What follows belongs to an exercise in optimizing a design on an open flow for small area; a production flow would make more cautious choices. In this exercise RTL edits were held to simulation tests only and were not proved equivalent to the original.

$ cat config.mk
export PLATFORM = sky130hd
export DESIGN_NAME = alu_32
export DESIGN_NICKNAME = alu_32
export VERILOG_FILES = /design/flow/design.v
export SDC_FILE = /design/flow/constraint.sdc
export NUM_CORES = 4
export LEC_CHECK = 0
export CAP_MARGIN = 20
export CORE_MARGIN = 2
export CORE_UTILIZATION = 40
export SLEW_MARGIN = 20
$ cat constraint.sdc
create_clock -name core_clock -period 10.0 [get_ports {clk}]
set_input_delay 2.0000 -clock core_clock [delete_from_list [all_inputs] [get_ports {clk}]]
set_output_delay 2.0000 -clock core_clock [all_outputs]
set_load 0.01 [all_outputs]
$ cat design.v
module alu_32(
    input clk, rst,
    input [31:0] a_in, b_in,
    input [3:0] select,
    output reg [31:0] y_out,
    output reg flag, carry_bit);
    always @ (posedge clk)
    begin
        if(rst)
        begin
            y_out=32'd0;
            carry_bit=1'd0;
            flag=1'b0;
        end
        else
        begin
            flag=1'b0;
            case(select)
                4'b0000:         
                begin
                    {carry_bit,y_out} = a_in + b_in;
                    if (carry_bit == 1'b1)
                        flag=1'b1;
                    else
                        flag=1'b0;
                end
                4'b0001: y_out=a_in - b_in;       
                4'b0010: y_out=a_in * b_in;       
                4'b0011: y_out=a_in >> b_in;      
                4'b0100: y_out=a_in << b_in;      
                4'b0101: y_out=a_in & b_in;       
                4'b0110: y_out=a_in | b_in;       
                4'b0111: y_out=a_in ^ b_in;       
                4'b1000: y_out= ~a_in;            
                default:
                        y_out=32'd0;
            endcase
        end
    end
endmodule
$ cat run.sh
#!/bin/bash
# synth_recipe.tcl (not shown) runs the flow's synth.tcl, then flattens the netlist and writes it again
# the make line also repeats each setting of config.mk as NAME=value (left out here)
make -C /OpenROAD-flow-scripts/flow DESIGN_CONFIG=/design/flow/config.mk WORK_HOME=/design/flow/orfs CLKGATE_MAP_FILE= SYNTH_SCRIPT=/design/flow/synth_recipe.tcl finish
==> notes.md <==
layout make-up:
class	count	area, um2	share of cell area
Multi-Input combinational cell	2390	21100	0.786
Timing Repair Buffer	245	2080	0.0779
Inverter	480	1800	0.0673
Tap cell	782	978	0.0365
Sequential cell	34	681	0.0254
Clock buffer	5	125	0.00467
Clock inverter	3	45.0	0.00168
Antenna cell	4	10.0	0.000374
cells by family (layout without fill, tap and decap cells):
family,after synthesis,after routing,share of synthesized area
AND/OR/NAND/NOR,970,970,0.166
buffers and inverters,683,733,0.110
adder cells (fa/ha/maj),628,628,0.448
AO/OA/AOI/OAI,607,607,0.166
multiplexers,99,99,0.0516
XOR/XNOR,86,86,0.0309
flip-flops,34,34,0.0279
other,0,4,0
cells in the mapped netlist, types with 23 or more instances:
library cell / n / area share
inv_1: 458 / 0.070
a21oi_1: 145 / 0.030
dfxtp_1: 34 / 0.028
mux2i_1: 65 / 0.027
buf_2: 29 / 0.0059
a21o_1: 26 / 0.0080
o21ai_0: 119 / 0.024
nor2_1: 467 / 0.072
ha_1: 218 / 0.11
buf_1: 31 / 0.0048
a22oi_1: 25 / 0.0077
fa_1: 410 / 0.34
o22ai_1: 41 / 0.011
a31oi_1: 29 / 0.0074
a211oi_1: 41 / 0.013
nor3_1: 38 / 0.0078
xnor2_1: 72 / 0.026
clkbuf_1: 126 / 0.019
nand2b_1: 23 / 0.0059
nand2_1: 331 / 0.051
state kept, by name (all words and copies together) (netlist names):
name and count:
carry_bit 1, flag 1, y_out 32
worst max-delay path by stage:
stage	from	end	slack, ps
6_report	a_in[5]	y_out[29]	650
5_1_grt	a_in[5]	y_out[29]	290
4_1_cts	a_in[5]	y_out[29]	640
3_5_place_dp	a_in[5]	y_out[29]	320
3_3_place_gp	a_in[5]	y_out[31]	500
2_1_floorplan	b_in[3]	y_out[31]	780
through the flow:
step / worst slack, ps / hold WS [ps] / util / cell area [um2]
floorplan: 776 / 515 / - / 24400
global placement: 496 / 487 / 0.441 / 26600
detailed placement: 316 / 503 / 0.441 / 26600
CTS: 644 / 515 / 0.443 / 26800
global route: 295 / 557 / 0.443 / 26800
finish: 646 / 506 / 0.444 / 26800
routing by layer:
| metal | up-vias | GRT usage |
|---|---|---|
| met5 | - | 0 |
| li1 | 10200 | - |
| met4 | 4 | 0.208 |
| met2 | 1591 | 0.518 |
| met3 | 413 | 0.0841 |
| met1 | 11700 | 0.450 |
tightest hold or removal path: cells and delay by family, from the launching register on:
| kind | cells | cell delay (ps) |
|---|---|---|
| AND/OR/NAND/NOR | 1 | 100 |
| flip-flops | 1 | 310 |
| AO/OA/AOI/OAI | 1 | 50 |
==> notes.md <==
- Hold buffers post-CTS: 0
- Setup TNS: 0 ps
- Clock Tree Buf Depth: 2
- Yosys warns: 1
- Setup Crit Path Kind: primary input to flop
- Root Buffer: clkbuf_16
- WHS Endpoint: carry_bit
- Final min period: about 9400 ps
- Status: timing/DRC/antenna clean
- TritonCTS clock tree: built
- Syn Inst Count: 3107
- Cell at the slowest stage of the critical path: clkinv_1
- Port Buf Inserts: 103
- Core Box Area: 0.0604 mm2
- Seq/Total Area, Yosys: 0.0279
- Die height: ~250 um
- Placed Cells: 3931
- Post-synthesis net count: about 3800
- First-pass GRT wire length: 161000 um
- Worst Hold Class: flop to flop
- Post-DP HPWL: between 80000 and 90000 um
- Clock-pin slew on the worst setup and hold paths: 70 ps
- CTS Buf Count: 5
- Worst Skew: 0 ps
- Critical path arrival: 9520 ps
- Vias in the first global route: ~24000
- Final worst-path cycle share: 0.935
- Initial DRC count: between 2000 and 3000
- Metal-1 WL: ~42000 um
- RSZ-0062 raised after global routing: no
- Most common cell after layout, fill and taps aside: nor2_1
- Via count: approximately 24000
- CP Capture Type: flop
- Synth-to-Final Area Change: 9.69%
- GR Util All Layers: 0.345
- Number of synthesized register bits: 34
- Post-Syn Area per Cell: slightly below 8 um2
- Crit path max-delay family: adder cells
- Largest net degree at the start of global routing: 59
- Worst Hold Launch: carry_bit
- I/O pin count: ~100
- Reg-to-Reg End: carry_bit
- Total Wirelength: 108000 um
- Final setup violation count: 0
- Post-synthesis cell type count: a little under 90
- Fin nets: 3854
- Wire length on met2: 45800 um
- Die Wd: between 200 and 300 um
- Post-route DRC: 0
- # H-tree levels: 2
- Fin. max-slew vios: 0
- R2R Path Start: carry_bit
- Initial antenna violation count: 3
- Worst slew pin tran: 1160 ps
- Gpl congestion: roughly 1.0
- Core Rows: 90
- FFs w/ async S/R, synth: 0
- CP Max Fanout: 7
- Post-synth EDFFs: 0
- Max-cap violations: 0
- Fill cells: between 6000 and 7000
- Cell count along the critical path: 27
- Share of post-route cells with drive strength above 1: 0.0719
- Routed length per instance: around 27 um
- Number of gates resized after CTS: 0
- Detailed Routing Iterations Pass 1: 6
- Post-Layout Cell Count: ~3900
- Achievable Freq: between 0.1 and 0.15 GHz
- WL met3: roughly 12000 um
- GRT Residual Overflow: 0
- Worst Hold Path Cells: 2
- Worst slew margin: 0.227
- CTS sink count: 34
- Initial Util: 0.404
- Die Area: 0.0630 mm2
- Worst reg2reg setup slack: 9330 ps
- Post-Syn Area: 0.0244 mm2
- Reg2reg path depth: 2
- Top sig layer: met5
- Antenna-violating nets left: 0
- Setup bufs post-CTS: 0
- CP bufs+invs: 7
- Vias per cell: 6.06
- Ys flop type: dfxtp_1
- CP dominant cell by count: fa_1
- Most frequent cells in the layout: 467 x nor2_1, 458 x inv_1, 410 x fa_1
- Critical path required time: 10170 ps
- Clock latency on the worst-skew pair: 310 ps
- Slowest stage delay, CP: 520 ps
- Fin. Hold Viols: 0
- Startpoint types: primary input

## port drivers added, routing unchanged
How much do the figures lean on ideal ports? The routed layout below was timed once more, with nothing changed but the port constraints. Step 1 sets driving cells, clkbuf_16 on the clock port and buf_2 on the other inputs (assumed; they add their load-dependent delay and slew). Step 2, shift: input delay + t, output delay - t, t = (earliest + latest rising clock arrival at the registers) / 2. This alone moves slack from input paths to output paths. Three values: no drivers, after step 1, after step 2; two values: the first two.
shift t [ns]: 0.369
slack for setup (ns): 0.646 / 0.667 / 0.297
hold slack, ns: 0.506 / 0.506 / 0.506
worst setup path at the end: input to register
latest minus earliest clock arrival (ns): 0.021 / 0.021
After both steps this run still meets setup and hold. For this run, drivers alone change the setup slack by +0.021 ns; drivers and shift together by -0.349 ns.
